Context: an optimization exercise on an open-source flow, tuned for small area, a short achievable clock period and few clock cycles. The choices shown serve that exercise and are no tape-out recipe.
In this exercise RTL edits were held to simulation tests only and were not proved equivalent to the original.
Power and IR drop assume default switching activity.

$ cat flow/config.mk
export PLATFORM = sky130hd
export DESIGN_NAME = Bicubic
export DESIGN_NICKNAME = Bicubic
export VERILOG_FILES = /design/flow/design.v
export SDC_FILE = /design/flow/constraint.sdc
export NUM_CORES = 4
export LEC_CHECK = 0
export CAP_MARGIN = 20
export CORE_MARGIN = 2
export CORE_UTILIZATION = 40
export SLEW_MARGIN = 20
$ cat flow/constraint.sdc
create_clock -name core_clock -period 55.0 [get_ports {CLK}]
set_input_delay 11.0000 -clock core_clock [delete_from_list [all_inputs] [get_ports {CLK}]]
set_output_delay 11.0000 -clock core_clock [all_outputs]
set_load 0.01 [all_outputs]
$ cat flow/design.v
module Bicubic #(parameter fraction_bits = 15) 
(
input CLK,
input RST,
input enable,
input [7:0] input_data,
output logic [13:0] iaddr,
output logic ird,
output logic we,
output logic [13:0] waddr,
output logic [7:0] output_data,
input [6:0] V0,
input [6:0] H0,
input [4:0] SW,
input [4:0] SH,
input [5:0] TW,
input [5:0] TH,
output logic DONE
);
localparam IDLE = 4'd0;
localparam UPDATE_Y = 4'd1;
localparam UPDATE_X = 4'd2;
localparam INIT_SELECT = 4'd3;
localparam SELECT = 4'd4;
localparam READ4 = 4'd5;
localparam READ16 = 4'd6;
localparam INTERPOLATE_V = 4'd7;
localparam INTERPOLATE_V2 = 4'd8;
localparam WRITE = 4'd9;
localparam FIHISH = 4'd10;
reg [3:0] currentState, nextState;
reg [5:0] cntx, cnty;
reg [fraction_bits - 1:0] new_x, new_y;
reg [6:0] ori_x, ori_y;
reg [6:0] new_x_integer, new_y_integer, last_y_integer;
reg [7:0] p_minus1, p_0, p_1, p_2, final_p;
reg [3:0] cnt;
reg [fraction_bits:0] point;
reg [7:0] pixelvalue [0:3];
reg [7:0] additional;
reg [7:0] temp [0:2];
reg [5:0] tw_minus1, th_minus1;
reg [4:0] sw_minus1, sh_minus1;
reg [5:0] denominator;
reg [fraction_bits + 9:0] numerator_x, numerator_y, numerator;
wire [fraction_bits + 4:0] motion;
wire x_flag, y_flag, shift_flag;
reg [2:0] times;
reg [13:0] addr;
integer i;
wire [fraction_bits + 10:0] dividend = {numerator[10:0], {fraction_bits{1'b0}}};
assign motion = dividend / denominator;
assign x_flag = new_x[fraction_bits - 1 : fraction_bits - 5] > 0;
assign y_flag = new_y[fraction_bits - 1 : fraction_bits - 5] > 0;
assign shift_flag = (last_y_integer != new_y_integer);
reg inter_enable;
wire valid;
wire [7:0] p_value;
cubic_interpolation #(.fraction_bits(fraction_bits + 1)) u_cubic_interpolation(.CLK(CLK), .RST(RST), .enable(inter_enable), .p_minus1(p_minus1), .p_0(p_0), .p_1(p_1), .p_2(p_2), .point(point), .valid(valid), .p(p_value));
always @(posedge CLK or posedge RST) begin
    if (RST) begin
        currentState <= IDLE;
    end
    else begin
        currentState <= nextState;
    end
end
always @(*) begin
    case (currentState)
        IDLE: nextState = (enable)? UPDATE_Y : IDLE;
        UPDATE_Y: nextState = UPDATE_X;
        UPDATE_X: nextState = (cnty == 0)? INIT_SELECT : SELECT;
        INIT_SELECT: nextState = (x_flag)? READ16 : READ4;
        SELECT: begin
            case ({x_flag, y_flag})
                2'b00: nextState = WRITE;
                2'b01: nextState = INTERPOLATE_V;
                2'b10: nextState = WRITE;
                2'b11: nextState = INTERPOLATE_V2;
            endcase
        end
        READ4: nextState = (cnt == 5)? WRITE : READ4;
        READ16: nextState = (valid && (times == 0))? WRITE : READ16;
        INTERPOLATE_V: nextState = (valid)? WRITE : INTERPOLATE_V;
        INTERPOLATE_V2: nextState = (cnt == 7)? WRITE : INTERPOLATE_V2;
        WRITE: nextState = ((cntx == (tw_minus1)) && (cnty == (th_minus1)))? FIHISH : UPDATE_Y;
        FIHISH: nextState = FIHISH;
        default: nextState = IDLE;
    endcase
end
always @(posedge CLK or posedge RST) begin
    if (RST) begin
        iaddr <= 0;
        ird <= 0;
        we <= 0;
        waddr <= 0;
        output_data <= 0;
        DONE <= 0;
        cntx <= 0;
        cnty <= 0;
        ori_x <= 0;
        ori_y <= 0;
        new_x <= 0;
        new_y <= 0;
        p_minus1 <= 0; 
        p_0 <= 0;
        p_1 <= 0;
        p_2 <= 0;
        cnt <= 0;
        final_p <= 0;
        point <= 0;
        new_x_integer <= 0;
        new_y_integer <= 0;
        numerator_x <= 0;
        numerator_y <= 0;
        tw_minus1 <= 0;
        th_minus1 <= 0;
        sw_minus1 <= 0;
        sh_minus1 <= 0;
        last_y_integer <= 0;
        inter_enable <= 0;
        numerator <= 0;
        denominator <= 0;
        times <= 0;
        addr <= 0;
        additional <= 0;
        for (i = 0; i < 4; i = i + 1) begin
            pixelvalue[i] <= 0;
        end
        for (i = 0; i < 3; i = i + 1) begin
            temp[i] <= 0;
        end
    end
    else begin
        case (currentState)
            IDLE: begin
                ori_x <= H0;
                ori_y <= V0;
                tw_minus1 <= TW - 1;
                th_minus1 <= TH - 1;
                sw_minus1 <= SW - 1;
                sh_minus1 <= SH - 1;
                DONE <= 0;
                cntx <= 0;
                cnty <= 0;
                numerator <= 0;
                denominator <= TH - 1;
            end
            UPDATE_Y: begin
                we <= 0;
                numerator <= numerator_x;
                denominator <= tw_minus1;
                new_y <= motion[fraction_bits - 1:0];
                new_y_integer <= ori_y + motion[fraction_bits + 4:fraction_bits];
                inter_enable <= 0;
                additional <= (valid)? p_value : input_data;
            end
            UPDATE_X: begin
                new_x <= motion[fraction_bits - 1:0];
                new_x_integer <= ori_x + motion[fraction_bits + 4:fraction_bits];
                if (shift_flag) begin
                    pixelvalue[0] <= pixelvalue[1];
                    pixelvalue[1] <= pixelvalue[2];
                    pixelvalue[2] <= pixelvalue[3];
                    pixelvalue[3] <= additional;
                end
            end
            INIT_SELECT: begin
                times <= 4;
            end
            SELECT: begin
                if (y_flag) begin
                    inter_enable <= 1;
                    p_minus1 <= pixelvalue[0];
                    p_0 <= pixelvalue[1];
                    p_1 <= pixelvalue[2];
                    p_2 <= pixelvalue[3];
                    point <= {new_y[fraction_bits - 1:0], 1'b0};
                end
                else begin
                    final_p <= pixelvalue[1];
                end
                if (x_flag) begin
                    iaddr <= (new_x_integer - 1) * 100 + (new_y_integer + 3);
                end
                else begin
                    iaddr <= new_x_integer * 100 + (new_y_integer + 3);
                end
            end
            WRITE: begin
                addr <= (cnty == th_minus1)? 0 : addr + TW;
                last_y_integer <= new_y_integer;
                we <= 1;
                waddr <= cntx + addr;
                output_data <= final_p;
                cntx <= (cnty == th_minus1)? cntx + 1 : cntx;
                cnty <= (cnty == th_minus1)? 0 : cnty + 1;
                numerator_y <= (cnty == th_minus1)? 0 : numerator_y + (sh_minus1);
                numerator_x <= (cnty == th_minus1)? numerator_x + (sw_minus1) : numerator_x;
                numerator <= (cnty == th_minus1)? 0 : numerator_y + (sh_minus1);
                denominator <= th_minus1;
                cnt <= 0;
            end
            READ4: begin
                ird <= 1;
                cnt <= cnt + 1;
                case (cnt)
                    0: iaddr <= new_x_integer * 100 + (new_y_integer - 1); 
                    1: iaddr <= new_x_integer * 100 + new_y_integer;
                    2: iaddr <= new_x_integer * 100 + (new_y_integer + 1);
                    3: iaddr <= new_x_integer * 100 + (new_y_integer + 2);
                endcase
                case (cnt)
                    2: pixelvalue[0] <= input_data; 
                    3: pixelvalue[1] <= input_data;
                    4: pixelvalue[2] <= input_data;
                    5: pixelvalue[3] <= input_data;
                endcase
                final_p <= pixelvalue[1];
            end
            READ16: begin
                ird <= 1;
                point <= {new_x[fraction_bits - 1:0], 1'b0};
                cnt <= (cnt == 6)? 0 : cnt + 1;
                case (cnt)
                    0: iaddr <= (new_x_integer - 1) * 100 + ((new_y_integer + 3) - times); 
                    1: iaddr <= new_x_integer * 100 + ((new_y_integer + 3) - times);
                    2: iaddr <= (new_x_integer + 1) * 100 + ((new_y_integer + 3) - times);
                    3: iaddr <= (new_x_integer + 2) * 100 + ((new_y_integer + 3) - times);
                endcase
                case (cnt)
                    2: p_minus1 <= input_data; 
                    3: p_0 <= input_data;
                    4: p_1 <= input_data;
                    5: p_2 <= input_data;
                endcase
                if (cnt == 4) begin
                    inter_enable <= 1;
                    times <= times - 1;
                end
                if (valid) begin
                    inter_enable <= 0;
                    pixelvalue[3 - times] <= p_value;
                end
                final_p <= pixelvalue[1];
            end
            INTERPOLATE_V: begin
                inter_enable <= (valid)? 0 : 1;
                final_p <= p_value;
            end
            INTERPOLATE_V2: begin
                cnt <= cnt + 1;
                case (cnt)
                    0: iaddr <= new_x_integer * 100 + (new_y_integer + 3);
                    1: iaddr <= (new_x_integer + 1) * 100 + (new_y_integer + 3);
                    2: iaddr <= (new_x_integer + 2) * 100 + (new_y_integer + 3);
                endcase
                case (cnt)
                    1: temp[0] <= input_data;
                    2: temp[1] <= input_data;
                    3: temp[2] <= input_data;
                endcase
                if (valid) begin
                    final_p <= p_value;
                    p_minus1 <= temp[0];
                    p_0 <= temp[1];
                    p_1 <= temp[2];
                    p_2 <= input_data;
                    point <= {new_x[fraction_bits - 1:0], 1'b0};
                end
            end
            FIHISH: begin
                DONE <= 1;
            end 
        endcase
    end
end
endmodule
module cubic_interpolation #(parameter fraction_bits = 16)
(
input CLK,
input RST,
input enable,
input [7:0] p_minus1,
input [7:0] p_0,
input [7:0] p_1,
input [7:0] p_2,
input [fraction_bits - 1:0] point,
output reg valid,
output reg [7:0] p
);
localparam CAL = 2'b01;
localparam FINISH = 2'b10;
reg [1:0] currentState, nextState;
wire signed [fraction_bits + 9:0] a, b, c, d;
wire signed [fraction_bits + 27:0] constx;
reg [1:0] inter_cnt;
reg signed [fraction_bits + 27:0] temp_p;
reg signed [fraction_bits + 9:0] const_temp;
reg flag;
wire [fraction_bits - 1:0] x_temp;
multiply u_multiply(.CLK(CLK), .RST(RST), .a(x_temp), .b(point), .ans(x_temp), .flag(flag));
signed_multiply u_signed_multiply(.CLK(CLK), .RST(RST), .a(const_temp), .b({1'b0, x_temp}), .ans(constx));
assign a = ((-p_minus1 + ({p_0, 1'b0} + p_0)) + (p_2 - ({p_1, 1'b0} + p_1))) << (fraction_bits - 1);
assign b = (({p_minus1, 1'b0} - ({p_0, 2'b0} + p_0)) + ({p_1, 2'b0} - p_2)) << (fraction_bits - 1);
assign c = (-p_minus1 + p_1) << (fraction_bits - 1);
assign d = {p_0, 1'b0} << (fraction_bits - 1);
always @(posedge CLK or posedge RST) begin
    if (RST) begin
        currentState <= CAL;
    end
    else begin
        currentState <= nextState;
    end
end
always @(*) begin
    case (currentState)
        CAL: nextState = (inter_cnt == 3)? FINISH : CAL;
        FINISH: nextState = CAL;
        default: nextState = CAL;
    endcase
end
always @(*) begin
    case (inter_cnt)
        0: const_temp = c;
        1: const_temp = b;
        default: const_temp = a;
    endcase
end
always @(posedge CLK or posedge RST) begin
    if (RST) begin
        inter_cnt <= 0;
        temp_p <= 0;
        flag <= 1;
    end
    else begin
        case (currentState)
            CAL: begin
                if (enable) begin
                    inter_cnt <= inter_cnt + 1;
                    flag <= 0;
                end
                temp_p <= (inter_cnt == 0)? d : temp_p + constx;
            end
            FINISH: begin
                flag <= 1;
            end 
        endcase
    end
end
wire [8:0] rounded = temp_p[fraction_bits+7:fraction_bits] + temp_p[fraction_bits - 1];
wire overflow = (|temp_p[fraction_bits + 26:fraction_bits + 8]) | rounded[8];
always @(*) begin
    valid = (currentState == FINISH);
    p = (temp_p[fraction_bits + 27])? 0 : (overflow)? 8'd255 : rounded[7:0];
end
endmodule
module multiply #(parameter MUL_WIDTH = 16, parameter MUL_RESULT = 32)
(
input                        CLK,
input                        RST,
input  [MUL_WIDTH-1:0]         a,
input  [MUL_WIDTH-1:0]         b,
input                       flag,
output [MUL_WIDTH-1:0]       ans
);
reg [MUL_RESULT-1:0]         add;
wire [MUL_WIDTH-1:0]   mul_a_reg;
wire [MUL_WIDTH-1:0]   mul_b_reg;
wire [16:0]   stored0, stored2, stored4, stored6, stored8, stored10, stored12, stored14;
wire [16:0]   stored1, stored3, stored5, stored7, stored9, stored11, stored13, stored15;
assign mul_a_reg = a ;
assign mul_b_reg = b ;
assign stored0 = mul_b_reg[0]? mul_a_reg : 0;
assign stored1 = mul_b_reg[1]? mul_a_reg : 0;
assign stored2 = mul_b_reg[2]? mul_a_reg : 0;
assign stored3 = mul_b_reg[3]? mul_a_reg : 0;
assign stored4 = mul_b_reg[4]? mul_a_reg : 0;
assign stored5 = mul_b_reg[5]? mul_a_reg : 0;
assign stored6 = mul_b_reg[6]? mul_a_reg : 0;
assign stored7 = mul_b_reg[7]? mul_a_reg : 0;
assign stored8 = mul_b_reg[8]? mul_a_reg : 0;
assign stored9 = mul_b_reg[9]? mul_a_reg : 0;
assign stored10 = mul_b_reg[10]? mul_a_reg : 0;
assign stored11 = mul_b_reg[11]? mul_a_reg : 0;
assign stored12 = mul_b_reg[12]? mul_a_reg : 0;
assign stored13 = mul_b_reg[13]? mul_a_reg : 0;
assign stored14 = mul_b_reg[14]? mul_a_reg : 0;
assign stored15 = mul_b_reg[15]? mul_a_reg : 0;
always @(posedge CLK or posedge RST) begin
	if (RST) begin		
		add <= 0;	
	end
	else begin
        add <= (((({stored1, 1'b0} + stored0) + {({stored3, 1'b0} + stored2), 2'b0}) + 
               {(({stored5, 1'b0} + stored4) + {({stored7, 1'b0} + stored6),2'b0}), 4'b0}) +
               {((({stored9, 1'b0} + stored8) + {({stored11, 1'b0} + stored10), 2'b0}) + 
               {(({stored13, 1'b0} + stored12) + {({stored15, 1'b0} + stored14),2'b0}), 4'b0}), 8'b0});
	end
end
assign ans = (flag)? b : add[31:16];
endmodule
module signed_multiply #(parameter MUL_WIDTH = 26, parameter MUL_RESULT = 43)
(
input                    CLK,
input                    RST,
input  [MUL_WIDTH-1:0]     a,
input  [16:0]              b,
output [MUL_RESULT:0]    ans
);
reg                             msb;
reg [MUL_RESULT-1:0]            add;
wire [MUL_WIDTH-2:0]      mul_a_reg;
wire [16:0]               mul_b_reg;
wire [MUL_WIDTH-2:0]          inv_a;
wire [MUL_RESULT-1:0]       inv_add;
wire [25:0]   stored0, stored2, stored4, stored6, stored8, stored10, stored12, stored14;
wire [25:0]   stored1, stored3, stored5, stored7, stored9, stored11, stored13, stored15;
assign inv_a = ~a[24:0] + 1;
assign mul_a_reg = (a[25] == 0)? a[24:0] : inv_a;
assign mul_b_reg = b;
assign stored0 = mul_b_reg[0]? mul_a_reg : 0;
assign stored1 = mul_b_reg[1]? mul_a_reg : 0;
assign stored2 = mul_b_reg[2]? mul_a_reg : 0;
assign stored3 = mul_b_reg[3]? mul_a_reg : 0;
assign stored4 = mul_b_reg[4]? mul_a_reg : 0;
assign stored5 = mul_b_reg[5]? mul_a_reg : 0;
assign stored6 = mul_b_reg[6]? mul_a_reg : 0;
assign stored7 = mul_b_reg[7]? mul_a_reg : 0;
assign stored8 = mul_b_reg[8]? mul_a_reg : 0;
assign stored9 = mul_b_reg[9]? mul_a_reg : 0;
assign stored10 = mul_b_reg[10]? mul_a_reg : 0;
assign stored11 = mul_b_reg[11]? mul_a_reg : 0;
assign stored12 = mul_b_reg[12]? mul_a_reg : 0;
assign stored13 = mul_b_reg[13]? mul_a_reg : 0;
assign stored14 = mul_b_reg[14]? mul_a_reg : 0;
assign stored15 = mul_b_reg[15]? mul_a_reg : 0;
always @(posedge CLK or posedge RST) begin
	if (RST) begin		
		msb<=0;
		add<=0;	
	end
	else begin
		msb <= a[25];
        if (a != 0) begin
            add <= (((({stored1, 1'b0} + stored0) + {({stored3, 1'b0} + stored2), 2'b0}) + 
                    {(({stored5, 1'b0} + stored4) + {({stored7, 1'b0} + stored6),2'b0}), 4'b0}) +
                    {((({stored9, 1'b0} + stored8) + {({stored11, 1'b0} + stored10), 2'b0}) + 
                    {(({stored13, 1'b0} + stored12) + {({stored15, 1'b0} + stored14),2'b0}), 4'b0}), 8'b0}) >> 16;
        end
        else begin
            add <= 0;
        end
	end
end
assign ans = (msb)? -add : add;
endmodule
$ cat flow/run.sh
#!/bin/bash
# synth_recipe.tcl (not shown) runs the flow's synth.tcl, then flattens the netlist and writes it again
# the make line also repeats each setting of config.mk as NAME=value (left out here)
make -C /OpenROAD-flow-scripts/flow DESIGN_CONFIG=/design/flow/config.mk WORK_HOME=/design/flow/orfs CLKGATE_MAP_FILE= SYNTH_SCRIPT=/design/flow/synth_recipe.tcl finish
==> results.txt <==
## flip-flops by register name, indices dropped and copies added, names as in the netlist, 8 cells and up
register	count
point	15
additional	8
u_cubic_interpolation.temp_p	44
p_1	8
new_x	15
pixelvalue	32
temp	24
waddr	14
p_minus1	8
addr	14
p_0	8
iaddr	14
numerator_y	11
numerator_x	11
u_cubic_interpolation.u_multiply.add	16
output_data	8
new_y	15
numerator	11
u_cubic_interpolation.u_signed_multiply.add	26
p_2	8
final_p	8
## kinds of logic after synthesis
logic type | count (synthesis) | share of synthesized area (%)
XOR/XNOR | 655 | 9.79
buffers and inverters | 762 | 5.00
adder cells (fa/ha/maj) | 957 | 23.2
multiplexers | 142 | 2.56
AND/OR/NAND/NOR | 2180 | 18.4
AO/OA/AOI/OAI | 2082 | 23.5
flip-flops | 414 | 17.6
## cell usage in the layout, fill, tap and decap left out, types with 18 or more instances in the layout
master	count
a211oi_1	36
a21o_1	196
a21oi_1	616
a221oi_1	44
a22o_1	35
a22oi_1	22
a31oi_1	30
and2_1	65
and3_1	57
buf_4	222
clkbuf_16	51
clkdlybuf4s50_1	85
dfrtp_1	412
fa_1	221
ha_1	735
inv_1	489
mux2_2	57
mux2i_1	64
mux2i_2	18
nand2_1	543
nand2b_1	92
nand3_1	114
nand4_1	53
nor2_1	592
nor2b_1	264
nor3_1	133
nor4_1	28
o211ai_1	46
o21a_1	113
o21ai_0	347
o21ai_1	42
o21bai_1	170
o22ai_1	41
o31ai_1	53
o41ai_1	28
or2_2	29
or3_1	43
xnor2_1	461
xor2_1	192
## power by group
| part | switching, mW | internal, mW |
|---|---|---|
| sequential | 0.0263 | 0.332 |
| clock | 0.154 | 0.203 |
| combinational | 0.242 | 0.207 |
| total | 0.423 | 0.742 |
## through the flow
stage	TNS (ns)	instances	utilization (%)	cell area [µm²]
after CTS	0	9193	44.1	64200
final	0	9250	44.6	65000
after global placement	0	9098	42.8	62400
after global routing	-0.678	9247	44.6	64900
after floorplan	0	7192	-	58800
after detailed placement	-1.73	9098	42.8	62400
## per-layer routing
layer,track usage [%],vias to the layer above
met4,5.38,2
met5,0,-
met2,37.3,1229
met1,31.8,25700
li1,-,25800
met3,2.06,232
## Yosys cell counts, drive strengths merged (193+ instances only)
cell type / n
o21ai: 391
inv: 493
xnor2: 461
nand2: 551
dfrtp: 412
nor2b: 266
clkbuf: 212
a21oi: 633
xor2: 193
nor2: 611
a21o: 196
ha: 736
fa: 221
## path summary, 6_finish.rpt
check	start	endpoint	slack [ns]	cells past startpoint
min reg2reg	numerator_x[10]$_DFFE_PP0P_	numerator_x[10]$_DFFE_PP0P_	0.47	1
min in group asynchronous	RST	iaddr[8]$_DFFE_PP0P_	10.88	2
max reg2reg	denominator[2]$_DFFE_PP0P_	new_y[0]$_DFFE_PP0P_	3.61	257
max in group asynchronous	RST	new_x[7]$_DFFE_PP0P_	41.84	4
min	numerator_x[10]$_DFFE_PP0P_	numerator_x[10]$_DFFE_PP0P_	0.47	1
max	denominator[2]$_DFFE_PP0P_	new_y[0]$_DFFE_PP0P_	3.61	257
## repair_timing
item / CTS / global route
pin swaps: 1 / 23
gates cloned: 0 / 3
setup buffers: 2 / 51
resized for setup: 6 / 77
setup endpoints to repair: 2 / 6
## final cells by class
class / count / area (µm²) / area share, %
diodes: 3 / 7.51 / 0.0116
well taps: 1917 / 2400 / 3.69
multi-input cells: 6019 / 46000 / 70.9
repair buffers: 309 / 2540 / 3.91
inverters: 495 / 1870 / 2.87
clock buffers: 65 / 1380 / 2.12
clock inverters: 28 / 360 / 0.555
flip-flops and latches: 414 / 10400 / 16.0
==> summary.md <==
| Metric | Value |
|---|---|
| CP max stage cell | `or4_4` |
| Hold Crit Class | `reg -> reg` |
| Routed WL per cell | `18.9 µm` |
| Initial antenna violation count | `5` |
| # rows | `140` |
| Synth async-reset ratio | `100%` |
| Area delta synth->final | `10.5%` |
| Tot Pwr | `1.16 mW` |
| DR iter-0 viols | `3532` |
| Post-CTS Hold Buffers | `0` |
| Leakage power | `31.7 nW` |
| Longest Clk Path Bufs | `3` |
| Critical Path Source Type | `flop` |
| Die area | `150000 µm²` |
| Routed wl met3 | `8.51 mm` |
| Die Wd | `387 µm` |
| Yosys top cell area share | `17.5%` |
| Max_slew headroom | `26.2%` |
| WHS | `0.470 ns` |
| Remaining antenna violation count | `0` |
| Largest net degree at the start of global routing | `94` |
| Total Routing Usage GR | `22.6%` |
| Final min period | `51.39 ns` |
| Worst setup path category | `reg -> reg` |
| Period utilization | `93.4%` |
| EDFF count, synth | `0` |
| Max Fclk | `19.5 MHz` |
| VDD IR-drop max | `0.0273 mV` |
| Sequential fraction of the synthesis area | `17.6%` |
| Fillers | `14500` |
| Worst EP arrival | `51.92 ns` |
| Synthesized cell area | `58800 µm²` |
| Core area | `146000 µm²` |
| Buf/Inv on CP | `11` |
| Clk Latency, worst-skew pair | `0.66 ns` |
| Initial Utilization | `40.4%` |
| Layout Nets | `8294` |
| Required @ worst endpoint | `55.52 ns` |
| Avg Inst Size Synth | `8.18 µm²` |
| Clk pin slew, worst setup/hold paths | `0.06 ns` |
| Root Buffer | `clkbuf_16` |
| Final hold viol count | `0` |
| H-tree depth | `2` |
| Crit-path most repeated cell | `ha_1` |
| Seq cells post-synth | `414` |
| DP Wirelength | `135 mm` |
| Mapped Nets | `8196` |
| Port bufs | `85` |
| Syn Inst Count | `7192` |
| First-pass GRT wire length | `281 mm` |
| Die height | `387 µm` |
| CTS tree | `built` |
| Routability cong. | `0.923` |
| Max-Cap Viols | `0` |
| Power density over the cells | `17.9 nW/µm²` |
| Routed WL | `175 mm` |
| Top cells by area, synth | `dfrtp_1, ha_1, fa_1, xnor2_1, a21oi_1` |
| Max Slew Vio Count | `0` |
| Worst slew pin tran | `1.10 ns` |
| Via count | `52900` |
| Vias in the first global route | `51800` |
| Top Layer Used | `met5` |
| DRC | `0` |
| Drt via density | `5.72` |
| CP Capture Type | `flop` |
| Num CTS Buffers | `51` |
| Dpl ws | `-0.891 ns` |
| Slowest stage delay, CP | `0.59 ns` |
| Fraction of layout instances using a drive strength above 1 | `8.04%` |
| Top Ports | `86` |
| Drt pass-1 iters | `6` |
| Critical path's top delay family | `compound AO/OA/AOI/OAI gates` |
| Final worst setup slack | `3.61 ns` |
| Area leader, netlist | `dfrtp_1` |
| CTS sink count | `414` |
| GRT overflow | `0` |
| Met2 wire length | `80.6 mm` |
| Wl on met1 | `81.8 mm` |
| Yosys Warn Count | `6` |
| Count of final setup violators | `0` |
| Status | `finished clean` |
| Post-synth top flop | `dfrtp_1` |
| Yosys cell types | `139` |
| Clock skew | `0.0311 ns` |
| Max FO, Critical Path | `17` |
Testbench counts, summed over its fixed seeds: cycles 647,935.

static timing again, ports no longer ideal:
In the flow no input, the clock included, has a driving cell. The finished layout below was timed again as built, in two steps.
Step 1: set_driving_cell puts a clkbuf_16 on CLK and a buf_2 on each other input, an assumption about the parent block.
Step 2 also shifts input and output timing later by t, the mid clock arrival at the registers, as if the neighbouring blocks saw the same clock.
Slacks: ideal ports / drivers / drivers and shift; pairs: ideal ports / drivers.
t, ns: 0.723
setup WS [ns]: 3.606 / 3.606 / 3.606
hold slack, ns: 0.470 / 0.470 / 0.470
clock arrival spread, ns: 0.037 / 0.036
After both steps setup and hold are still met in this run. For this run, drivers alone change the setup slack by 0.000 ns; drivers and shift together by 0.000 ns.
